This is an optimization exercise on Yosys and OpenROAD, whose aim is small area and a short achievable clock period, not a production implementation.
In this exercise RTL edits were held to simulation tests only and were not proved equivalent to the original.
Power figures rest on the tool's default switching activity, not on a simulated workload.

==> flow/design.v, too long to show whole: its modules and the start of the top module <==
// module fft_ctrl: 50 lines
// module Butterfly: 12 lines
// module Butterfly4: 11 lines
// module PrepAdd: 6 lines
// module TwPrep: 17 lines
// module TwTap3: 5 lines
// module FA: 4 lines
// module HA: 4 lines
// module tw1_tree: 605 lines
// module tw2_tree: 337 lines
// module top_FFT: 80 lines
module top_FFT(
    output [24-1:0] out,
    input  [24-1:0] in,
    input clk, reset
);
  // ...
==> flow/flow/run.sh <==
#!/bin/bash
# Layout flow: the standard.sh (unchanged synthesis and ORFS steps) with
#  - port buffers of a plain buffer cell instead of the default delay cell,
#  - clock tree synthesis without dummy loads and with larger sink clusters,
#  - the resizer's setup repair aiming at a larger slack margin,
#  - after synthesis, inverters pushed through full adders (flow/bubble.py;
#    registers and all other cells untouched).
# Each tool's output goes to a log file in this folder.
set -euo pipefail
export BUFFER_PORTS_ARGS="-buffer_cell sky130_fd_sc_hd__buf_2"
export CTS_ARGS="-sink_clustering_enable -repair_clock_nets -dont_use_dummy_load -sink_clustering_size 24 -sink_clustering_max_diameter 100"
export SETUP_SLACK_MARGIN=6.5
R=orfs/results/sky130hd/top_FFT/base
bash standard.sh synth > synth.log 2>&1
python3 flow/bubble.py $R/1_2_yosys.v $R/1_2_yosys_bub.v > bubble.log 2>&1
cp $R/1_2_yosys.v $R/1_2_yosys_presub.v
mv $R/1_2_yosys_bub.v $R/1_2_yosys.v
rm -f $R/1_synth.odb
bash standard.sh > standard.log 2>&1
==> flow/flow/bubble.py <==
#!/usr/bin/env python3
"""Push inverters through full adders in a synthesized sky130 netlist.

A full adder is self-dual: FA(~a, ~b, ~c) = (~sum, ~cout).  Yosys's adder
extraction leaves many inverters between full adders.  This pass chooses,
for every full adder, whether to implement it on complemented signals, so as
to minimize the number of distinct inverted signals, then rebuilds the data
inverters (one per signal that is needed inverted).  Registers, ports and
all other cells are left as they are.

usage: bubble.py IN.v OUT.v
"""
import re, sys, collections

OUTPINS = {'X', 'Y', 'Q', 'Q_N', 'SUM', 'COUT', 'HI', 'LO'}
src = open(sys.argv[1]).read()

m = re.search(r'^module\s+(\S+)\s*\(', src, re.M)
start = m.start()
body_start = src.index(';', m.end()) + 1
end = src.index('endmodule', body_start)
header = src[:body_start]
body = src[body_start:end]
tail = src[end:]

# statements
stmts = [s.strip() for s in body.split(';')]
decls, cells, others = [], [], []
cell_re = re.compile(r'^(sky130_fd_sc_hd__\w+)\s+(\S+)\s*\((.*)\)$', re.S)
pin_re = re.compile(r'\.(\w+)\(\s*((?:\\\S+\s*)|[^()\s]*(?:\[\d+\])?)\s*\)')
ports_in, ports_out = set(), set()
for s in stmts:
    if not s:
        continue
    cm = cell_re.match(s)
    if cm:
        pins = {}
        for p, n in pin_re.findall(cm.group(3)):
            pins[p] = n.strip()
        cells.append([cm.group(1), cm.group(2), pins])
        continue
    w = s.split()[0]
    if w in ('wire', 'input', 'output', 'inout', 'reg'):
        decls.append(s)
        if w in ('input', 'output'):
            # input [23:0] in  /  input clk
            mm = re.match(r'(input|output)\s*(\[(\d+):(\d+)\])?\s*(\S+)', s)
            name = mm.group(5)
            if mm.group(2):
                hi, lo = int(mm.group(3)), int(mm.group(4))
                names = [f"{name}[{i}]" for i in range(min(hi, lo), max(hi, lo) + 1)]
            else:
                names = [name]
            (ports_in if w == 'input' else ports_out).update(names)
            if not mm.group(2):
                (ports_in if w == 'input' else ports_out).add(name)
    else:
        others.append(s)

def is_inv(t):
    return re.fullmatch(r'sky130_fd_sc_hd__inv_\d+', t) is not None
def is_fa(t):
    return re.fullmatch(r'sky130_fd_sc_hd__fa_\d+', t) is not None

# nets referenced in assigns count as (fixed) loads of their RHS
assign_re = re.compile(r'^assign\s+(.*?)\s*=\s*(.*)$', re.S)
assign_rhs = []
for s in others:
    am = assign_re.match(s)
    if am:
        assign_rhs.append(am.group(2).strip())

driver = {}
for c in cells:
    for p, n in c[2].items():
        if p in OUTPINS:
            driver[n] = c

# removable inverters: output drives an internal net, not a port, not in assigns
assign_nets = set()
for s in others:
    for tok in re.findall(r'\\\S+|[A-Za-z_][\w$]*(?:\[\d+\])?', s):
        assign_nets.add(tok)
removable = set()
for c in cells:
    if is_inv(c[0]):
        y = c[2].get('Y')
        a = c[2].get('A')
        if y is None or a is None:
            continue
        if y in ports_out or y in assign_nets or y in ports_in:
            continue
        removable.add(id(c))

def base(net):
    pol = 0
    seen = 0
    while True:
        d = driver.get(net)
        if d is not None and id(d) in removable:
            net = d[2]['A']
            pol ^= 1
            seen += 1
            if seen > 50:
                raise SystemExit("inverter loop")
        else:
            return net, pol

# loads: (cell, pin) of every input pin of kept cells
loads = []   # entries: [cell, pin, base, pol]
for c in cells:
    if id(c) in removable:
        continue
    for p, n in c[2].items():
        if p in OUTPINS or n == '' or n.startswith("1'b"):
            continue
        b, pol = base(n)
        loads.append([c, p, b, pol])

fas = [c for c in cells if is_fa(c[0])]
fa_idx = {id(c): i for i, c in enumerate(fas)}
flip = [0] * len(fas)
fa_out_bases = [[c[2][p] for p in ('SUM', 'COUT') if p in c[2]] for c in fas]
fa_in_loads = [[] for _ in fas]
cnt = collections.defaultdict(lambda: [0, 0])
for L in loads:
    c, p, b, pol = L
    cnt[b][pol] += 1
    if id(c) in fa_idx:
        fa_in_loads[fa_idx[id(c)]].append(L)
def drv_flip(b):
    d = driver.get(b)
    if d is not None and id(d) in fa_idx:
        return flip[fa_idx[id(d)]]
    return 0
# physical polarity wanted = logical pol ^ flip(driver of base) ^ flip(load fa)
# cnt holds physical polarities; initially no flips
def cost_of(b):
    return 1 if cnt[b][1] > 0 else 0
before = sum(cost_of(b) for b in cnt)

def flip_delta(i, apply=False):
    touched = set()
    changes = []
    for L in fa_in_loads[i]:
        b = L[2]
        touched.add(b)
    for b in fa_out_bases[i]:
        touched.add(b)
    old = sum(cost_of(b) for b in touched)
    saved = {b: list(cnt[b]) for b in touched}
    for L in fa_in_loads[i]:
        b = L[2]
        cur = L[3] ^ drv_flip(b) ^ flip[i]
        cnt[b][cur] -= 1
        cnt[b][cur ^ 1] += 1
    for b in fa_out_bases[i]:
        cnt[b][0], cnt[b][1] = cnt[b][1], cnt[b][0]
    new = sum(cost_of(b) for b in touched)
    if not apply:
        for b in touched:
            cnt[b] = saved[b]
    return new - old

changed = True
passes = 0
while changed and passes < 20:
    changed = False
    passes += 1
    for i in range(len(fas)):
        d = flip_delta(i)
        if d < 0:
            flip_delta(i, apply=True)
            flip[i] ^= 1
            changed = True
after = sum(cost_of(b) for b in cnt)

# rebuild
newcells = []
invs = {}
k = 0
def inv_of(b):
    global k
    if b not in invs:
        k += 1
        nn = f"bub_n{k}"
        invs[b] = nn
    return invs[b]
for L in loads:
    c, p, b, pol = L
    phys = pol ^ drv_flip(b) ^ (flip[fa_idx[id(c)]] if id(c) in fa_idx else 0)
    c[2][p] = inv_of(b) if phys else b
out = [header]
for d in decls:
    out.append("  " + d + " ;")
for b, nn in invs.items():
    out.append(f"  wire {nn};")
for c in cells:
    if id(c) in removable:
        continue
    pins = ", ".join(f".{p}({n}{' ' if n.startswith(chr(92)) else ''})" for p, n in c[2].items())
    out.append(f"  {c[0]} {c[1]} ({pins});")
for b, nn in invs.items():
    bb = b + (' ' if b.startswith('\\') else '')
    out.append(f"  sky130_fd_sc_hd__inv_1 {nn}_i (.A({bb}), .Y({nn}));")
for s in others:
    out.append("  " + s + " ;")
out.append(tail)
open(sys.argv[2], 'w').write("\n".join(out))
nrem = len(removable)
print(f"full adders {len(fas)}, flipped {sum(flip)}; inverters {nrem} -> {len(invs)} "
      f"(cost before {before}, after {after}), passes {passes}")
==> flow/standard.sh <==
#!/bin/bash
# synth_recipe.tcl (not shown) runs the flow's synth.tcl, then flattens the netlist and writes it again
# the make line also repeats each setting of config.mk as NAME=value (left out here)
make -C /OpenROAD-flow-scripts/flow DESIGN_CONFIG=/design/flow/config.mk WORK_HOME=/design/flow/orfs CLKGATE_MAP_FILE= SYNTH_SCRIPT=/design/flow/synth_recipe.tcl "${@:-finish}"
==> flow/config.mk <==
export PLATFORM = sky130hd
export DESIGN_NAME = top_FFT
export DESIGN_NICKNAME = top_FFT
export VERILOG_FILES = /design/flow/design.v
export SDC_FILE = /design/flow/constraint.sdc
export NUM_CORES = 4
export LEC_CHECK = 0
export CAP_MARGIN = 40
export CORE_MARGIN = 2
export CORE_UTILIZATION = 60
export SLEW_MARGIN = 60
==> flow/constraint.sdc <==
create_clock -name core_clock -period 10.0 [get_ports {clk}]
set_input_delay 2.0000 -clock core_clock [delete_from_list [all_inputs] [get_ports {clk}]]
set_output_delay 2.0000 -clock core_clock [all_outputs]
set_load 0.01 [all_outputs]
==> impl_metrics.env, run 1 <==
export IMPL_synth_avg_cell_area_um2=9.57
export IMPL_post_drt_via_cell_ratio=5.79
export IMPL_setup_worst_path_end="a7[45]$_DFF_P_"
export IMPL_totalPowerFinal_mw=8.68
export IMPL_power_top_group="combinational logic"
export IMPL_max_stage_delay_ps=580
export IMPL_layout_clock_buffers=29
export IMPL_run_status="complete, no violations"
export IMPL_fraction_of_layout_instances_using_a_drive_strength_above_1_pct=11.0
export IMPL_worstPathMaxFanout=26
export IMPL_wl_met2_mm=43.2
export IMPL_largest_register_ffs=58
export IMPL_tritoncts="done"
export IMPL_num_antenna_cells=3
export IMPL_seq_power_share_pct=37.2
export IMPL_floorplan_io_pins=50
export IMPL_final_wtd_congestion=0.943
export IMPL_timing_critical_path_mode_cell="sky130_fd_sc_hd__fa_1"
export IMPL_floorplan_die_width_um=244
export IMPL_cts_hold_buf=0
export IMPL_coreArea_mm2=0.0566
export IMPL_layout_nonclk_buf_share_pct=3.36
export IMPL_clock_power_mw=1.23
export IMPL_leakage_nw=17.2
export IMPL_drt_first_iter_violations=1861
export IMPL_dr_wl_met3_mm=3.75
export IMPL_worst_path_stages=11
export IMPL_power_share_switching_pct=41.2
export IMPL_grt_pass1_vias=25800
export IMPL_io_buffers=49
export IMPL_globalRouteOverflowTotal=0
export IMPL_final_fill_count=4640
export IMPL_critical_path_reg2reg_startpoint="ctrl.m21$_SDFF_PN0_"
export IMPL_max_freq_mhz=284
export IMPL_net_count_synth=4131
export IMPL_routedLengthMet1_mm=38.9
export IMPL_tap_cells=756
export IMPL_critical_path_reg2reg_endpoint="a7[45]$_DFF_P_"
export IMPL_grt_met3_usage_pct=2.45
export IMPL_final_instance_area_mm2=0.0373
export IMPL_critical_path_class="flip-flop to flip-flop"
export IMPL_worst_ep_arrival_ps=4030
export IMPL_comb_power_share_pct=48.7
==> module fft_ctrl, before the edit <==
module fft_ctrl(
    input clk, reset,
    output m,
    output reg s1, s2, s3, s4,
    output reg [2:0] k1t, k1p,
    output reg mI1, m1p1, m1n1, m11, m21,
    output reg [1:0] k2t, k2p,
    output reg s3n, k3t
);
    reg [3:0] q;
    reg g5;
    reg g6, g7, g8, g12, g13;
    assign m = reset & g5;            
    wire [3:0] qm1 = q - 4'd1;
    wire [3:0] qp1 = q + 4'd1;
    wire [2:0] qm2 = q[2:0] - 3'd2;
    wire [2:0] n1t = q[3] ? 3'd0 : q[2:0];
    always @(posedge clk) begin
        if (!reset) begin
            q <= 4'd1;
            g5 <= 1'b0;
            g12 <= 1'b0;
            g6 <= 1'b0; g7 <= 1'b0; g8 <= 1'b0; g13 <= 1'b0;
            s1 <= 1'b0; s2 <= 1'b0; s3 <= 1'b0; s4 <= 1'b0;
            k1t <= 3'd0; k1p <= 3'd0; k2t <= 2'd0; k2p <= 2'd0;
            mI1 <= 1'b1; m1p1 <= 1'b0; m1n1 <= 1'b0; m11 <= 1'b0; m21 <= 1'b0;
            s3n <= 1'b0; k3t <= 1'b0;
        end else begin
            q <= q + 4'd1;
            if (q == 4'd6) g5 <= 1'b1;
            if (q == 4'd13) g12 <= 1'b1;
            g6 <= g5; g7 <= g6; g8 <= g7; g13 <= g12;
            s1 <= qm1[3];
            k1t <= n1t;
            mI1 <= (n1t[1:0] == 2'd0);
            m1p1 <= (n1t[1:0] == 2'd1);
            m1n1 <= (n1t[1:0] == 2'd3);
            m11 <= n1t[0];
            m21 <= (n1t[1:0] == 2'd2);
            k1p <= qp1[3] ? 3'd0 : qp1[2:0];
            s2 <= g8 & qm2[2];
            k2t <= (g7 & ~qm1[2]) ? qm1[1:0] : 2'd0;
            k2p <= (g5 & ~qp1[2]) ? qp1[1:0] : 2'd0;
            s3 <= g13 & qp1[1];
            s4 <= g13 & qp1[0];
            s3n <= g12 & ~q[1];
            k3t <= g12 & q[0];
        end
    end
endmodule
==> module top_FFT, before the edit <==
module top_FFT(
    output [24-1:0] out,
    input  [24-1:0] in,
    input clk, reset
);
    wire m, s1, s2, s3, s4, s3n, k3t, mI1, m1p1, m1n1, m11, m21;
    wire [2:0] k1t, k1p;
    wire [1:0] k2t, k2p;
    fft_ctrl ctrl(.clk(clk), .reset(reset), .m(m),
                  .s1(s1), .s2(s2), .s3(s3), .s4(s4),
                  .k1t(k1t), .k1p(k1p), .k2t(k2t), .k2p(k2p),
                  .mI1(mI1), .m1p1(m1p1), .m1n1(m1n1), .m11(m11), .m21(m21),
                  .s3n(s3n), .k3t(k3t));
    reg [23:0] r_in, r12, r23, r34, r_out;
    reg [23:0] a0, a1, a2, a3, a4, a5;
    reg [25:0] a6;
    reg [57:0] a7;
    reg [23:0] b0;
    reg [25:0] b1, b2;
    reg [49:0] b3;
    reg [23:0] c0;
    reg [25:0] c1;
    reg [23:0] d0;
    wire [11:0] a7sr = a7[57:46], a7cr = a7[40:29], a7si = a7[28:17], a7ci = a7[11:0];
    wire        a7nr = a7[45] | (a7[44] & (a7[43] | (a7[42] & a7[41])));
    wire        a7ni = a7[16] | (a7[15] & (a7[14] | (a7[13] & a7[12])));
    wire [11:0] b3sr = b3[49:38], b3cr = b3[36:25], b3si = b3[24:13], b3ci = b3[11:0];
    wire        b3nr = b3[37],    b3ni = b3[12];
    wire [12:0] c1xr = c1[25:13], c1xi = c1[12:0];
    wire [23:0] sum1, dif1, sum2, dif2, sum3, dif3, sum4, dif4;
    Butterfly bf1(.C1(sum1), .C2(dif1),
                  .Xr(s1 ? {a7sr[11], a7sr} : {a7sr, a7nr}),
                  .Xi(s1 ? {a7si[11], a7si} : {a7si, a7ni}),
                  .Yr(s1 ? {r_in[23], r_in[23:12]} : {a7cr, a7nr}),
                  .Yi(s1 ? {r_in[11], r_in[11:0]}  : {a7ci, a7ni}), .R(r_in));
    Butterfly bf2(.C1(sum2), .C2(dif2),
                  .Xr(s2 ? {b3sr[11], b3sr} : {b3sr, b3nr}),
                  .Xi(s2 ? {b3si[11], b3si} : {b3si, b3ni}),
                  .Yr(s2 ? {r12[23], r12[23:12]} : {b3cr, b3nr}),
                  .Yi(s2 ? {r12[11], r12[11:0]}  : {b3ci, b3ni}), .R(r12));
    Butterfly bf3(.C1(sum3), .C2(dif3), .Xr(c1xr), .Xi(c1xi),
                  .Yr(s3 ? {r23[23], r23[23:12]} : {12'd0, c1xr[0]}),
                  .Yi(s3 ? {r23[11], r23[11:0]}  : {12'd0, c1xi[0]}), .R(r23));
    Butterfly4 bf4(.C1(sum4), .C2(dif4), .A(d0), .B(r34));
    wire [25:0] p1, p2, t3;
    wire [11:0] t1sr, t1cr, t1si, t1ci, t2sr, t2cr, t2si, t2ci;
    wire [4:0] t1nr, t1ni;
    wire t2nr, t2ni;
    wire sel_a = (k1p[1:0] == 2'd2);
    wire [12:0] pS, pD;
    PrepAdd padd(.S(pS), .D(pD), .C(sel_a ? a5 : b0), .k6(sel_a ? k1p[2] : k2p[1]));
    TwPrep prep1(.out(p1), .C(a5), .k(k1p), .S(pS), .D(pD));
    tw1_tree tree1(.A(a6[25:13]), .B(a6[12:0]), .k(k1t),
                   .mI(mI1), .m1p(m1p1), .m1n(m1n1), .m1(m11), .m2(m21),
                   .Sr(t1sr), .Cr(t1cr), .cr(t1nr), .Si(t1si), .Ci(t1ci), .ci(t1ni));
    TwPrep prep2(.out(p2), .C(b0), .k({k2p, 1'b0}), .S(pS), .D(pD));
    tw2_tree tree2(.A(b2[25:13]), .B(b2[12:0]), .k({k2t, 1'b0}),
                   .mI(~k2t[0]), .m2(k2t[0]),
                   .Sr(t2sr), .Cr(t2cr), .cr(t2nr), .Si(t2si), .Ci(t2ci), .ci(t2ni));
    TwTap3 tap3(.out(t3), .C(c0), .raw(s3n), .k(k3t));
    always @(posedge clk) begin
        r_in <= reset ? in : 24'd0;
        r12 <= sum1;
        a0 <= s1 ? dif1 : r_in;
        a1 <= a0; a2 <= a1; a3 <= a2; a4 <= a3; a5 <= m ? a4 : 24'd0;
        a6 <= p1;
        a7 <= {t1sr, t1nr, t1cr, t1si, t1ni, t1ci};
        r23 <= sum2;
        b0 <= s2 ? dif2 : r12;
        b1 <= p2;
        b2 <= m ? b1 : 26'd0;
        b3 <= {t2sr, t2nr, t2cr, t2si, t2ni, t2ci};
        r34 <= sum3;
        c0 <= s3 ? dif3 : r23;
        c1 <= m ? t3 : 26'd0;
        r_out <= s4 ? d0 : sum4;
        d0 <= m ? (s4 ? r34 : dif4) : 24'd0;
    end
    assign out = r_out;
endmodule
==> run 2: changes to the inputs <==
--- a/flow/design.v
+++ b/flow/design.v
@@ -1,14 +1,15 @@
 module fft_ctrl(
     input clk, reset,
     output m,
     output reg s1, s2, s3, s4,
     output reg [2:0] k1t, k1p,
     output reg mI1, m1p1, m1n1, m11, m21,
+    output reg nmI1, nm1p1, nm1n1, nm11, nm21,    
     output reg [1:0] k2t, k2p,
     output reg s3n, k3t
 );
     reg [3:0] q;
     reg g5;
     reg g6, g7, g8, g12, g13;
     assign m = reset & g5;            
     wire [3:0] qm1 = q - 4'd1;
@@ -19,29 +20,35 @@
         if (!reset) begin
             q <= 4'd1;
             g5 <= 1'b0;
             g12 <= 1'b0;
             g6 <= 1'b0; g7 <= 1'b0; g8 <= 1'b0; g13 <= 1'b0;
             s1 <= 1'b0; s2 <= 1'b0; s3 <= 1'b0; s4 <= 1'b0;
             k1t <= 3'd0; k1p <= 3'd0; k2t <= 2'd0; k2p <= 2'd0;
             mI1 <= 1'b1; m1p1 <= 1'b0; m1n1 <= 1'b0; m11 <= 1'b0; m21 <= 1'b0;
+            nmI1 <= 1'b0; nm1p1 <= 1'b1; nm1n1 <= 1'b1; nm11 <= 1'b1; nm21 <= 1'b1;
             s3n <= 1'b0; k3t <= 1'b0;
         end else begin
             q <= q + 4'd1;
             if (q == 4'd6) g5 <= 1'b1;
             if (q == 4'd13) g12 <= 1'b1;
             g6 <= g5; g7 <= g6; g8 <= g7; g13 <= g12;
             s1 <= qm1[3];
             k1t <= n1t;
             mI1 <= (n1t[1:0] == 2'd0);
             m1p1 <= (n1t[1:0] == 2'd1);
             m1n1 <= (n1t[1:0] == 2'd3);
             m11 <= n1t[0];
             m21 <= (n1t[1:0] == 2'd2);
+            nmI1 <= ~(n1t[1:0] == 2'd0);
+            nm1p1 <= ~(n1t[1:0] == 2'd1);
+            nm1n1 <= ~(n1t[1:0] == 2'd3);
+            nm11 <= ~n1t[0];
+            nm21 <= ~(n1t[1:0] == 2'd2);
             k1p <= qp1[3] ? 3'd0 : qp1[2:0];
             s2 <= g8 & qm2[2];
             k2t <= (g7 & ~qm1[2]) ? qm1[1:0] : 2'd0;
             k2p <= (g5 & ~qp1[2]) ? qp1[1:0] : 2'd0;
             s3 <= g13 & qp1[1];
             s4 <= g13 & qp1[0];
             s3n <= g12 & ~q[1];
             k3t <= g12 & q[0];
@@ -102,17 +109,17 @@
 module FA(input a, b, c, output s, co);
     assign s = a ^ b ^ c;
     assign co = (a & b) | (a & c) | (b & c);
 endmodule
 module HA(input a, b, output s, co);
     assign s = a ^ b;
     assign co = a & b;
 endmodule
-module tw1_tree(input [12:0] A, B, input [2:0] k, input mI, m1p, m1n, m2, m1,
+module tw1_tree(input [12:0] A, B, input [2:0] k, input mI, m1p, m1n, m2, m1, nmI, nm1p, nm1n, nm2, nm1,
     output [11:0] Sr, Cr, output [4:0] cr, output [11:0] Si, Ci, output [4:0] ci);
     wire [12:0] nA = ~A, nB = ~B;
     wire rp1 = A[0];
     wire rp2 = A[1];
     wire rp3 = A[2];
     wire rp4 = A[3];
     wire rp5 = A[4];
     wire rp6 = A[5];
@@ -404,120 +411,120 @@
     wire [3:0] rg0 = {1'b0, {rp44, rp43, 1'b0}} + {1'b0, {rp59, rk105, 1'b0}};
     wire [3:0] rg1 = {1'b0, {rs258, rs256, rs216}} + {1'b0, {rc257, rc255, rs254}};
     wire [2:0] rq1 = {rs258, rs256, rs216} ^ {rc257, rc255, rs254};
     wire [4:0] rg2 = {1'b0, {rs266, rs264, rs262, rs260}} + {1'b0, {rc265, rc263, rc261, rc259}};
     wire [3:0] rq2 = {rs266, rs264, rs262, rs260} ^ {rc265, rc263, rc261, rc259};
     assign cr = {rg2[4], &rq2, rg1[3], &rq1, rg0[3]};
     assign Sr = {rs290, rs288, rs286, rs284, rs282, rs280, rs278, rs276, rs274, rs272, rs270, rs268};
     assign Cr = {rc289, rc287, rc285, rc283, rc281, rc279, rc277, rc275, rc273, rc271, rc269, rc267};
-    wire ip292 = ((mI | m1p | m2) & B[0]) | (m1n & nB[0]);
-    wire ip293 = ((mI | m1p | m2) & B[1]) | (m1n & nB[1]);
-    wire ip294 = ((mI | m1p | m2) & B[2]) | (m1n & nB[2]);
-    wire ip295 = ((mI | m1p | m2) & B[3]) | (m1n & nB[3]);
-    wire ip296 = ((mI | m1p | m2) & B[4]) | (m1n & nB[4]);
-    wire ip297 = ((mI | m1p | m2) & B[5]) | (m1n & nB[5]);
-    wire ip298 = ((mI | m1p | m2) & B[6]) | (m1n & nB[6]);
-    wire ip299 = ((mI | m1p | m2) & B[7]) | (m1n & nB[7]);
-    wire ip300 = ((mI | m1p | m2) & B[8]) | (m1n & nB[8]);
-    wire ip301 = ((mI | m1p | m2) & B[9]) | (m1n & nB[9]);
-    wire ip302 = ((mI | m1p | m2) & B[10]) | (m1n & nB[10]);
-    wire ip303 = ((mI | m1p | m2) & B[11]) | (m1n & nB[11]);
-    wire ip304 = (m1p & nB[0]) | (m1n & B[0]);
-    wire ip305 = (m1p & nB[1]) | (m1n & B[1]);
-    wire ip306 = (m1p & nB[2]) | (m1n & B[2]) | (m2 & nB[0]);
-    wire ip307 = (m1p & nB[3]) | (m1n & B[3]) | (m2 & nB[1]);
-    wire ip308 = (m1p & nB[4]) | (m1n & B[4]) | (m2 & nB[2]);
-    wire ip309 = (m1p & nB[5]) | (m1n & B[5]) | (m2 & nB[3]);
-    wire ip310 = (m1p & nB[6]) | (m1n & B[6]) | (m2 & nB[4]);
-    wire ip311 = (m1p & nB[7]) | (m1n & B[7]) | (m2 & nB[5]);
-    wire ip312 = (m1p & nB[8]) | (m1n & B[8]) | (m2 & nB[6]);
-    wire ip313 = (m1p & nB[9]) | (m1n & B[9]) | (m2 & nB[7]);
-    wire ip314 = (m1p & nB[10]) | (m1n & B[10]) | (m2 & nB[8]);
-    wire ip315 = (m1p & nB[11]) | (m1n & B[11]) | (m2 & nB[9]);
-    wire ip316 = (m1p & B[12]) | (m1n & nB[12]) | (m2 & nB[10]);
-    wire ip317 = (m2 & nB[11]);
-    wire ip318 = (m2 & B[12]);
-    wire ip319 = (m1p & nB[0]) | (m1n & B[0]);
-    wire ip320 = (m1p & nB[1]) | (m1n & B[1]);
-    wire ip321 = (m1p & nB[2]) | (m1n & B[2]) | (m2 & nB[0]);
-    wire ip322 = (m1p & nB[3]) | (m1n & B[3]) | (m2 & nB[1]);
-    wire ip323 = (m1p & nB[4]) | (m1n & B[4]) | (m2 & nB[2]);
-    wire ip324 = (m1p & nB[5]) | (m1n & B[5]) | (m2 & nB[3]);
-    wire ip325 = (m1p & nB[6]) | (m1n & B[6]) | (m2 & nB[4]);
-    wire ip326 = (m1p & nB[7]) | (m1n & B[7]) | (m2 & nB[5]);
-    wire ip327 = (m1p & nB[8]) | (m1n & B[8]) | (m2 & nB[6]);
-    wire ip328 = (m1p & nB[9]) | (m1n & B[9]) | (m2 & nB[7]);
-    wire ip329 = (m1p & nB[10]) | (m1n & B[10]) | (m2 & nB[8]);
-    wire ip330 = (m1p & nB[11]) | (m1n & B[11]) | (m2 & nB[9]);
-    wire ip331 = (m1p & B[12]) | (m1n & nB[12]) | (m2 & nB[10]);
-    wire ip332 = (m2 & nB[11]);
-    wire ip333 = (m2 & B[12]);
-    wire ip334 = (m1p & B[0]) | (m1n & nB[0]);
-    wire ip335 = (m1p & B[1]) | (m1n & nB[1]);
-    wire ip336 = (m1p & B[2]) | (m1n & nB[2]);
-    wire ip337 = (m1p & B[3]) | (m1n & nB[3]) | (m2 & B[0]);
-    wire ip338 = (m1p & B[4]) | (m1n & nB[4]) | (m2 & B[1]);
-    wire ip339 = (m1p & B[5]) | (m1n & nB[5]) | (m2 & B[2]);
-    wire ip340 = (m1p & B[6]) | (m1n & nB[6]) | (m2 & B[3]);
-    wire ip341 = (m1p & B[7]) | (m1n & nB[7]) | (m2 & B[4]);
-    wire ip342 = (m1p & B[8]) | (m1n & nB[8]) | (m2 & B[5]);
-    wire ip343 = (m1p & B[9]) | (m1n & nB[9]) | (m2 & B[6]);
-    wire ip344 = (m1p & B[10]) | (m1n & nB[10]) | (m2 & B[7]);
-    wire ip345 = (m1p & B[11]) | (m1n & nB[11]) | (m2 & B[8]);
-    wire ip346 = (m1p & nB[12]) | (m1n & B[12]) | (m2 & B[9]);
-    wire ip347 = (m2 & B[10]);
-    wire ip348 = (m2 & B[11]);
-    wire ip349 = (m2 & nB[12]);
-    wire ip350 = (m2 & B[0]);
-    wire ip351 = (m2 & B[1]);
-    wire ip352 = (m2 & B[2]);
-    wire ip353 = (m2 & B[3]);
-    wire ip354 = (m2 & B[4]);
-    wire ip355 = (m2 & B[5]);
-    wire ip356 = (m2 & B[6]);
-    wire ip357 = (m1p & nA[0]) | (m1n & A[0]) | (m2 & B[7]);
-    wire ip358 = (m1p & nA[1]) | (m1n & A[1]) | (m2 & B[8]);
-    wire ip359 = (m1p & nA[2]) | (m1n & A[2]) | (m2 & B[9]);
-    wire ip360 = (m1p & nA[3]) | (m1n & A[3]) | (m2 & B[10]);
-    wire ip361 = (m1p & nA[4]) | (m1n & A[4]) | (m2 & B[11]);
-    wire ip362 = (m1p & nA[5]) | (m1n & A[5]) | (m2 & nB[12]);
-    wire ip363 = (m1p & nA[6]) | (m1n & A[6]);
-    wire ip364 = (m1p & nA[7]) | (m1n & A[7]);
-    wire ip365 = (m1p & nA[8]) | (m1n & A[8]);
-    wire ip366 = (m1p & nA[9]) | (m1n & A[9]);
-    wire ip367 = (m1p & nA[10]) | (m1n & A[10]);
-    wire ip368 = (m1p & nA[11]) | (m1n & A[11]);
-    wire ip369 = (m1p & A[12]) | (m1n & nA[12]);
-    wire ip370 = (m1p & A[0]) | (m1n & nA[0]);
-    wire ip371 = (m1p & A[1]) | (m1n & nA[1]);
-    wire ip372 = (m1p & A[2]) | (m1n & nA[2]);
-    wire ip373 = (m1p & A[3]) | (m1n & nA[3]);
-    wire ip374 = (m1p & A[4]) | (m1n & nA[4]);
-    wire ip375 = (m1p & A[5]) | (m1n & nA[5]);
-    wire ip376 = (m1p & A[6]) | (m1n & nA[6]);
-    wire ip377 = (m1p & A[7]) | (m1n & nA[7]);
-    wire ip378 = (m1p & A[8]) | (m1n & nA[8]);
-    wire ip379 = (m1p & A[9]) | (m1n & nA[9]);
-    wire ip380 = (m1p & A[10]) | (m1n & nA[10]);
-    wire ip381 = (m1p & A[11]) | (m1n & nA[11]);
-    wire ip382 = (m1p & nA[12]) | (m1n & A[12]);
-    wire ip383 = (m1p & nA[0]) | (m1n & A[0]);
-    wire ip384 = (m1p & nA[1]) | (m1n & A[1]);
-    wire ip385 = (m1p & nA[2]) | (m1n & A[2]);
-    wire ip386 = (m1p & nA[3]) | (m1n & A[3]);
-    wire ip387 = (m1p & nA[4]) | (m1n & A[4]);
-    wire ip388 = (m1p & nA[5]) | (m1n & A[5]);
-    wire ip389 = (m1p & nA[6]) | (m1n & A[6]);
-    wire ip390 = (m1p & nA[7]) | (m1n & A[7]);
-    wire ip391 = (m1p & nA[8]) | (m1n & A[8]);
-    wire ip392 = (m1p & nA[9]) | (m1n & A[9]);
-    wire ip393 = (m1p & nA[10]) | (m1n & A[10]);
-    wire ip394 = (m1p & nA[11]) | (m1n & A[11]);
-    wire ip395 = (m1p & A[12]) | (m1n & nA[12]);
+    wire ip292 = (~(nmI & nm1p & nm2) & B[0]) | (~nm1n & nB[0]);
+    wire ip293 = (~(nmI & nm1p & nm2) & B[1]) | (~nm1n & nB[1]);
+    wire ip294 = (~(nmI & nm1p & nm2) & B[2]) | (~nm1n & nB[2]);
+    wire ip295 = (~(nmI & nm1p & nm2) & B[3]) | (~nm1n & nB[3]);
+    wire ip296 = (~(nmI & nm1p & nm2) & B[4]) | (~nm1n & nB[4]);
+    wire ip297 = (~(nmI & nm1p & nm2) & B[5]) | (~nm1n & nB[5]);
+    wire ip298 = (~(nmI & nm1p & nm2) & B[6]) | (~nm1n & nB[6]);
+    wire ip299 = (~(nmI & nm1p & nm2) & B[7]) | (~nm1n & nB[7]);
+    wire ip300 = (~(nmI & nm1p & nm2) & B[8]) | (~nm1n & nB[8]);
+    wire ip301 = (~(nmI & nm1p & nm2) & B[9]) | (~nm1n & nB[9]);
+    wire ip302 = (~(nmI & nm1p & nm2) & B[10]) | (~nm1n & nB[10]);
+    wire ip303 = (~(nmI & nm1p & nm2) & B[11]) | (~nm1n & nB[11]);
+    wire ip304 = (~nm1p & nB[0]) | (~nm1n & B[0]);
+    wire ip305 = (~nm1p & nB[1]) | (~nm1n & B[1]);
+    wire ip306 = (~nm1p & nB[2]) | (~nm1n & B[2]) | (~nm2 & nB[0]);
+    wire ip307 = (~nm1p & nB[3]) | (~nm1n & B[3]) | (~nm2 & nB[1]);
+    wire ip308 = (~nm1p & nB[4]) | (~nm1n & B[4]) | (~nm2 & nB[2]);
+    wire ip309 = (~nm1p & nB[5]) | (~nm1n & B[5]) | (~nm2 & nB[3]);
+    wire ip310 = (~nm1p & nB[6]) | (~nm1n & B[6]) | (~nm2 & nB[4]);
+    wire ip311 = (~nm1p & nB[7]) | (~nm1n & B[7]) | (~nm2 & nB[5]);
+    wire ip312 = (~nm1p & nB[8]) | (~nm1n & B[8]) | (~nm2 & nB[6]);
+    wire ip313 = (~nm1p & nB[9]) | (~nm1n & B[9]) | (~nm2 & nB[7]);
+    wire ip314 = (~nm1p & nB[10]) | (~nm1n & B[10]) | (~nm2 & nB[8]);
+    wire ip315 = (~nm1p & nB[11]) | (~nm1n & B[11]) | (~nm2 & nB[9]);
+    wire ip316 = (~nm1p & B[12]) | (~nm1n & nB[12]) | (~nm2 & nB[10]);
+    wire ip317 = (~nm2 & nB[11]);
+    wire ip318 = (~nm2 & B[12]);
+    wire ip319 = (~nm1p & nB[0]) | (~nm1n & B[0]);
+    wire ip320 = (~nm1p & nB[1]) | (~nm1n & B[1]);
+    wire ip321 = (~nm1p & nB[2]) | (~nm1n & B[2]) | (~nm2 & nB[0]);
+    wire ip322 = (~nm1p & nB[3]) | (~nm1n & B[3]) | (~nm2 & nB[1]);
+    wire ip323 = (~nm1p & nB[4]) | (~nm1n & B[4]) | (~nm2 & nB[2]);
+    wire ip324 = (~nm1p & nB[5]) | (~nm1n & B[5]) | (~nm2 & nB[3]);
+    wire ip325 = (~nm1p & nB[6]) | (~nm1n & B[6]) | (~nm2 & nB[4]);
+    wire ip326 = (~nm1p & nB[7]) | (~nm1n & B[7]) | (~nm2 & nB[5]);
+    wire ip327 = (~nm1p & nB[8]) | (~nm1n & B[8]) | (~nm2 & nB[6]);
+    wire ip328 = (~nm1p & nB[9]) | (~nm1n & B[9]) | (~nm2 & nB[7]);
+    wire ip329 = (~nm1p & nB[10]) | (~nm1n & B[10]) | (~nm2 & nB[8]);
+    wire ip330 = (~nm1p & nB[11]) | (~nm1n & B[11]) | (~nm2 & nB[9]);
+    wire ip331 = (~nm1p & B[12]) | (~nm1n & nB[12]) | (~nm2 & nB[10]);
+    wire ip332 = (~nm2 & nB[11]);
+    wire ip333 = (~nm2 & B[12]);
+    wire ip334 = (~nm1p & B[0]) | (~nm1n & nB[0]);
+    wire ip335 = (~nm1p & B[1]) | (~nm1n & nB[1]);
+    wire ip336 = (~nm1p & B[2]) | (~nm1n & nB[2]);
+    wire ip337 = (~nm1p & B[3]) | (~nm1n & nB[3]) | (~nm2 & B[0]);
+    wire ip338 = (~nm1p & B[4]) | (~nm1n & nB[4]) | (~nm2 & B[1]);
+    wire ip339 = (~nm1p & B[5]) | (~nm1n & nB[5]) | (~nm2 & B[2]);
+    wire ip340 = (~nm1p & B[6]) | (~nm1n & nB[6]) | (~nm2 & B[3]);
+    wire ip341 = (~nm1p & B[7]) | (~nm1n & nB[7]) | (~nm2 & B[4]);
+    wire ip342 = (~nm1p & B[8]) | (~nm1n & nB[8]) | (~nm2 & B[5]);
+    wire ip343 = (~nm1p & B[9]) | (~nm1n & nB[9]) | (~nm2 & B[6]);
+    wire ip344 = (~nm1p & B[10]) | (~nm1n & nB[10]) | (~nm2 & B[7]);
+    wire ip345 = (~nm1p & B[11]) | (~nm1n & nB[11]) | (~nm2 & B[8]);
+    wire ip346 = (~nm1p & nB[12]) | (~nm1n & B[12]) | (~nm2 & B[9]);
+    wire ip347 = (~nm2 & B[10]);
+    wire ip348 = (~nm2 & B[11]);
+    wire ip349 = (~nm2 & nB[12]);
+    wire ip350 = (~nm2 & B[0]);
+    wire ip351 = (~nm2 & B[1]);
+    wire ip352 = (~nm2 & B[2]);
+    wire ip353 = (~nm2 & B[3]);
+    wire ip354 = (~nm2 & B[4]);
+    wire ip355 = (~nm2 & B[5]);
+    wire ip356 = (~nm2 & B[6]);
+    wire ip357 = (~nm1p & nA[0]) | (~nm1n & A[0]) | (~nm2 & B[7]);
+    wire ip358 = (~nm1p & nA[1]) | (~nm1n & A[1]) | (~nm2 & B[8]);
+    wire ip359 = (~nm1p & nA[2]) | (~nm1n & A[2]) | (~nm2 & B[9]);
+    wire ip360 = (~nm1p & nA[3]) | (~nm1n & A[3]) | (~nm2 & B[10]);
+    wire ip361 = (~nm1p & nA[4]) | (~nm1n & A[4]) | (~nm2 & B[11]);
+    wire ip362 = (~nm1p & nA[5]) | (~nm1n & A[5]) | (~nm2 & nB[12]);
+    wire ip363 = (~nm1p & nA[6]) | (~nm1n & A[6]);
+    wire ip364 = (~nm1p & nA[7]) | (~nm1n & A[7]);
+    wire ip365 = (~nm1p & nA[8]) | (~nm1n & A[8]);
+    wire ip366 = (~nm1p & nA[9]) | (~nm1n & A[9]);
+    wire ip367 = (~nm1p & nA[10]) | (~nm1n & A[10]);
+    wire ip368 = (~nm1p & nA[11]) | (~nm1n & A[11]);
+    wire ip369 = (~nm1p & A[12]) | (~nm1n & nA[12]);
+    wire ip370 = (~nm1p & A[0]) | (~nm1n & nA[0]);
+    wire ip371 = (~nm1p & A[1]) | (~nm1n & nA[1]);
+    wire ip372 = (~nm1p & A[2]) | (~nm1n & nA[2]);
+    wire ip373 = (~nm1p & A[3]) | (~nm1n & nA[3]);
+    wire ip374 = (~nm1p & A[4]) | (~nm1n & nA[4]);
+    wire ip375 = (~nm1p & A[5]) | (~nm1n & nA[5]);
+    wire ip376 = (~nm1p & A[6]) | (~nm1n & nA[6]);
+    wire ip377 = (~nm1p & A[7]) | (~nm1n & nA[7]);
+    wire ip378 = (~nm1p & A[8]) | (~nm1n & nA[8]);
+    wire ip379 = (~nm1p & A[9]) | (~nm1n & nA[9]);
+    wire ip380 = (~nm1p & A[10]) | (~nm1n & nA[10]);
+    wire ip381 = (~nm1p & A[11]) | (~nm1n & nA[11]);
+    wire ip382 = (~nm1p & nA[12]) | (~nm1n & A[12]);
+    wire ip383 = (~nm1p & nA[0]) | (~nm1n & A[0]);
+    wire ip384 = (~nm1p & nA[1]) | (~nm1n & A[1]);
+    wire ip385 = (~nm1p & nA[2]) | (~nm1n & A[2]);
+    wire ip386 = (~nm1p & nA[3]) | (~nm1n & A[3]);
+    wire ip387 = (~nm1p & nA[4]) | (~nm1n & A[4]);
+    wire ip388 = (~nm1p & nA[5]) | (~nm1n & A[5]);
+    wire ip389 = (~nm1p & nA[6]) | (~nm1n & A[6]);
+    wire ip390 = (~nm1p & nA[7]) | (~nm1n & A[7]);
+    wire ip391 = (~nm1p & nA[8]) | (~nm1n & A[8]);
+    wire ip392 = (~nm1p & nA[9]) | (~nm1n & A[9]);
+    wire ip393 = (~nm1p & nA[10]) | (~nm1n & A[10]);
+    wire ip394 = (~nm1p & nA[11]) | (~nm1n & A[11]);
+    wire ip395 = (~nm1p & A[12]) | (~nm1n & nA[12]);
     wire ik396 = (k == 3'd3) | (k == 3'd5) | (k == 3'd7);
     wire ik397 = (k == 3'd6);
     wire ik398 = (k == 3'd1) | (k == 3'd5) | (k == 3'd7);
     wire ik399 = (k == 3'd1) | (k == 3'd6);
     wire ik400 = (k == 3'd1) | (k == 3'd2);
     wire ik401 = (k == 3'd3);
     wire ik402 = (k == 3'd2);
     wire ik403 = (k == 3'd1) | (k == 3'd5) | (k == 3'd7);
@@ -1050,22 +1057,24 @@
     assign Ci = {ic908, ic906, ic904, ic902, ic900, ic898, ic896, ic894, ic892, ic890, ic888, ic886};
 endmodule
 module top_FFT(
     output [24-1:0] out,
     input  [24-1:0] in,
     input clk, reset
 );
     wire m, s1, s2, s3, s4, s3n, k3t, mI1, m1p1, m1n1, m11, m21;
+    wire nmI1, nm1p1, nm1n1, nm11, nm21;
     wire [2:0] k1t, k1p;
     wire [1:0] k2t, k2p;
     fft_ctrl ctrl(.clk(clk), .reset(reset), .m(m),
                   .s1(s1), .s2(s2), .s3(s3), .s4(s4),
                   .k1t(k1t), .k1p(k1p), .k2t(k2t), .k2p(k2p),
                   .mI1(mI1), .m1p1(m1p1), .m1n1(m1n1), .m11(m11), .m21(m21),
+                  .nmI1(nmI1), .nm1p1(nm1p1), .nm1n1(nm1n1), .nm11(nm11), .nm21(nm21),
                   .s3n(s3n), .k3t(k3t));
     reg [23:0] r_in, r12, r23, r34, r_out;
     reg [23:0] a0, a1, a2, a3, a4, a5;
     reg [25:0] a6;
     reg [57:0] a7;
     reg [23:0] b0;
     reg [25:0] b1, b2;
     reg [49:0] b3;
@@ -1098,16 +1107,17 @@
     wire [4:0] t1nr, t1ni;
     wire t2nr, t2ni;
     wire sel_a = (k1p[1:0] == 2'd2);
     wire [12:0] pS, pD;
     PrepAdd padd(.S(pS), .D(pD), .C(sel_a ? a5 : b0), .k6(sel_a ? k1p[2] : k2p[1]));
     TwPrep prep1(.out(p1), .C(a5), .k(k1p), .S(pS), .D(pD));
     tw1_tree tree1(.A(a6[25:13]), .B(a6[12:0]), .k(k1t),
                    .mI(mI1), .m1p(m1p1), .m1n(m1n1), .m1(m11), .m2(m21),
+                   .nmI(nmI1), .nm1p(nm1p1), .nm1n(nm1n1), .nm1(nm11), .nm2(nm21),
                    .Sr(t1sr), .Cr(t1cr), .cr(t1nr), .Si(t1si), .Ci(t1ci), .ci(t1ni));
     TwPrep prep2(.out(p2), .C(b0), .k({k2p, 1'b0}), .S(pS), .D(pD));
     tw2_tree tree2(.A(b2[25:13]), .B(b2[12:0]), .k({k2t, 1'b0}),
                    .mI(~k2t[0]), .m2(k2t[0]),
                    .Sr(t2sr), .Cr(t2cr), .cr(t2nr), .Si(t2si), .Ci(t2ci), .ci(t2ni));
     TwTap3 tap3(.out(t3), .C(c0), .raw(s3n), .k(k3t));
     always @(posedge clk) begin
         r_in <= reset ? in : 24'd0;
==> flow/config.mk (replaced) <==
export PLATFORM = sky130hd
export DESIGN_NAME = top_FFT
export DESIGN_NICKNAME = top_FFT
export VERILOG_FILES = /design/flow/design.v
export SDC_FILE = /design/flow/constraint.sdc
export NUM_CORES = 4
export LEC_CHECK = 0
export CAP_MARGIN = 40
export CORE_MARGIN = 2
export CORE_UTILIZATION = 40
export SLEW_MARGIN = 60
==> run 2 against run 1 <==
Net effect:
- hold slack improved by 34 ps
- via count decreased by 5.0%
- sequential power about the same
- routed wire length decreased by 7.3%
- synthesized cell count decreased by 0.50%
- synthesized area decreased by 0.62%
- setup slack got worse by 5.4 ps
- critical path depth increased by 5
- utilization decreased by 22 points
- combinational power decreased by 4%
- largest power group unchanged
==> impl_metrics.env, run 2 <==
export IMPL_max_stage_delay_ps=530
export IMPL_final_ant_viol_nets=0
export IMPL_path_cells="inv_4 -> buf_12 -> nor2_4 -> a21oi_2 -> nor2_1 -> inv_1 -> fa_1 -> inv_1 -> fa_1 -> fa_1 -> fa_1 -> inv_2 -> ha_4 -> nor2b_1 -> o21ai_1 -> nand2b_1"
export IMPL_clkSlewWorstSetupHoldPaths_ps=90
export IMPL_startpoint="ctrl.nm1n1$_SDFF_PN1_"
export IMPL_timing_critical_path_required_ps=10530
export IMPL_most_common_layout_cells="sky130_fd_sc_hd__dfxtp_1 (551), sky130_fd_sc_hd__inv_1 (327), sky130_fd_sc_hd__ha_1 (273), sky130_fd_sc_hd__nor2_1 (263), sky130_fd_sc_hd__nand2_1 (234)"
export IMPL_grt_util_all_layers_pct=19.0
export IMPL_final_hold_violation_count=0
export IMPL_timing_final_setup_violations=0
export IMPL_timing_critical_path_mode_cell="sky130_fd_sc_hd__fa_1"
export IMPL_chipHeight_um=297
export IMPL_place_detailed_hpwl_mm=64.6
export IMPL_period_minus_slack_ps=3530
export IMPL_slew_violations=0
export IMPL_pre_cts_ws_ps=5650
export IMPL_critical_path_reg2reg_startpoint="ctrl.nm1n1$_SDFF_PN1_"
export IMPL_floorplan_io_pins=50
export IMPL_holdCritPathClass="flip-flop to flip-flop"
export IMPL_cts_buffer_depth=3
export IMPL_synth_yosys_warnings=3
export IMPL_initial_core_util_pct=40.3
export IMPL_post_drt_via_cell_ratio=5.07
export IMPL_worst_setup_path_start_kind="flip-flop"
export IMPL_mappedNetlistArea_mm2=0.0342
export IMPL_clock_latency_ps=640
export IMPL_layout_area_overhead_vs_synth_pct=9.27
export IMPL_net_count_synth=4113
export IMPL_drt_first_iter_violations=1598
export IMPL_worst_slew_pin_transition_ps=551
export IMPL_instances_no_fill=4729
export IMPL_dpl_cell_area_mm2=0.0356
export IMPL_postLayoutSetupSlackWorst_ps=6470
export IMPL_rrSetupSlack_ps=6470
export IMPL_final_instance_area_mm2=0.0374
export IMPL_worstPathMaxFanout=6
export IMPL_rsz0062_at_grt="yes"
export IMPL_globalRouteOverflowTotal=0
export IMPL_worst_ep_arrival_ps=4060
export IMPL_maxSlewHeadroom_pct=63.2
export IMPL_synth_avg_cell_area_um2=9.56
export IMPL_cts_htree_levels=1
export IMPL_floorplan_die_width_um=297
export IMPL_syn_inst=3580
export IMPL_critical_path_top_delay_family="adder cells"
export IMPL_post_route_clock_period_utilization_pct=35.3
export IMPL_first_pass_iters=5
export IMPL_dp_cells=4638
export IMPL_coreArea_mm2=0.0850
export IMPL_tritoncts="done"
export IMPL_top_regs="a7 x58, b3 x50"
export IMPL_holdWs_ps=304
export IMPL_fraction_of_layout_instances_using_a_drive_strength_above_1_pct=11.0
export IMPL_critical_path_class="flip-flop to flip-flop"
export IMPL_clock_sinks=579
export IMPL_max_freq_mhz=283
export IMPL_finish_utilization_pct=44.0
export IMPL_ctsRootBufferMaster="sky130_fd_sc_hd__clkbuf_16"
export IMPL_post_route_drc_count=0
export IMPL_power_density_relative_to_cell_area_mw_per_mm2=229
export IMPL_layout_commonest_cell="sky130_fd_sc_hd__dfxtp_1"
export IMPL_worst_vdd_rail_ir_drop_mv=0.265
export IMPL_final_fill_count=8190
export IMPL_grt_max_degree=52
export IMPL_fin_tns_setup_ps=0
export IMPL_grt_antenna_before_repair=0
export IMPL_largest_register_ffs=58
export IMPL_max_cap_viol_count=0
export IMPL_grt_pass1_wl_mm=131
export IMPL_core_rowCount=107
export IMPL_fp_dieArea_mm2=0.0879
export IMPL_totalPowerFinal_mw=8.57
export IMPL_leakage_nw=17.1
export IMPL_kind_of_end_point_of_the_critical_path="flip-flop"
export IMPL_nNetsFinal=4120
export IMPL_num_antenna_cells=0
export IMPL_hold_start="a2[12]$_DFF_P_"
export IMPL_final_wtd_congestion=0.891
export IMPL_grt_pass1_vias=23800
export IMPL_routed_via_count=24000
export IMPL_largest_register="a7"
export IMPL_cp_buffers_inverters=5
export IMPL_fin_worst_skew_ps=101
export IMPL_run_status="complete, no violations"
export IMPL_io_buffers=49
export IMPL_critical_path_slowest_cell="sky130_fd_sc_hd__fa_1"
export IMPL_wirelength_mm=83.4
export IMPL_routed_wire_length_per_instance_um=17.6
export IMPL_numCtsBuffers=31
[run 2: layer usage]
metal / part of all wire, % / vias up / wire [µm] / GRT usage (%)
met5: 0 / - / 0 / 0
met4: 2.6 / 0 / 2200 / 4.79
met3: 4.4 / 125 / 3670 / 2.24
met2: 48 / 522 / 39700 / 32.7
met1: 45 / 11400 / 37800 / 25.3
li1: - / 12000 / - / -
[run 2: where the power goes]
part	internal, mW	switching, mW
registers	2.81	0.433
logic	1.79	2.26
clock network	0.547	0.727
[run 2: area by class of cell]
cell class	count	area, µm²	share of cell area (%)
Timing Repair inverter	1	16.3	0.0435
Multi-Input combinational cell	2499	20900	56.0
Clock buffer	31	776	2.07
Timing Repair Buffer	132	1240	3.31
Inverter	343	1330	3.56
Tap cell	1144	1430	3.83
Sequential cell	579	11700	31.2
[run 2: path summary, 6_finish.rpt]
kind / to / cells after the start
setup / recovery: a7[16]$_DFF_P_ / 16
setup reg to reg: a7[16]$_DFF_P_ / 16
hold reg to reg: a3[12]$_DFF_P_ / 0
hold / removal: a3[12]$_DFF_P_ / 0
[run 2: timing repair]
| action | CTS | global route |
|---|---|---|
| gates cloned | 8 | 2 |
| setup buffers | 34 | 16 |
| resized for setup | 77 | 45 |
| endpoints found under the setup margin | 75 | 30 |
| hold buffers | 0 | 0 |
| pin swaps | 21 | 28 |
[run 2: worst reg2reg max path: stages (launching register included)]
cell and delay [ps]:
sky130_fd_sc_hd__dfxtp_4 380, sky130_fd_sc_hd__inv_4 40, sky130_fd_sc_hd__buf_12 120, sky130_fd_sc_hd__nor2_4 110, sky130_fd_sc_hd__a21oi_2 40, sky130_fd_sc_hd__nor2_1 90, sky130_fd_sc_hd__inv_1 60, sky130_fd_sc_hd__fa_1 530
sky130_fd_sc_hd__inv_1 50, sky130_fd_sc_hd__fa_1 520, sky130_fd_sc_hd__fa_1 440, sky130_fd_sc_hd__fa_1 530, sky130_fd_sc_hd__inv_2 50, sky130_fd_sc_hd__ha_4 200, sky130_fd_sc_hd__nor2b_1 120, sky130_fd_sc_hd__o21ai_1 120
sky130_fd_sc_hd__nand2b_1 70

-- afterwards: timing with drivers on the ports --
The results above use ideal ports. As a check the final layouts listed here were re-extracted and re-timed, cells and wires unchanged. Step 1 (the two cells are an assumption about what drives the block):
set clk [get_ports {clk}]
set_driving_cell -lib_cell sky130_fd_sc_hd__clkbuf_16 $clk
set_driving_cell -lib_cell sky130_fd_sc_hd__buf_2 [delete_from_list [all_inputs] $clk]
Step 2 times the ports against the registers' clock, not the clock port: input delays grow and output delays shrink by t, the midpoint of the rising clock arrivals with the driver on. Slacks: ideal ports / drivers / drivers and shift; pairs: ideal ports / drivers.
run	shift t [ns]	slack for setup (ns)	hold slack, ns	cell pins on the clock port's net
run 1	0.637	6.476 / 6.476 / 6.037	0.270 / 0.270 / 0.270	1
run 2	0.660	6.470 / 6.470 / 6.464	0.304 / 0.304 / 0.304	1
After both steps setup and hold are still met in every run listed. The setup slack of run 1, which loses most, moves by 0.000 ns with the drivers and by -0.439 ns with both steps.
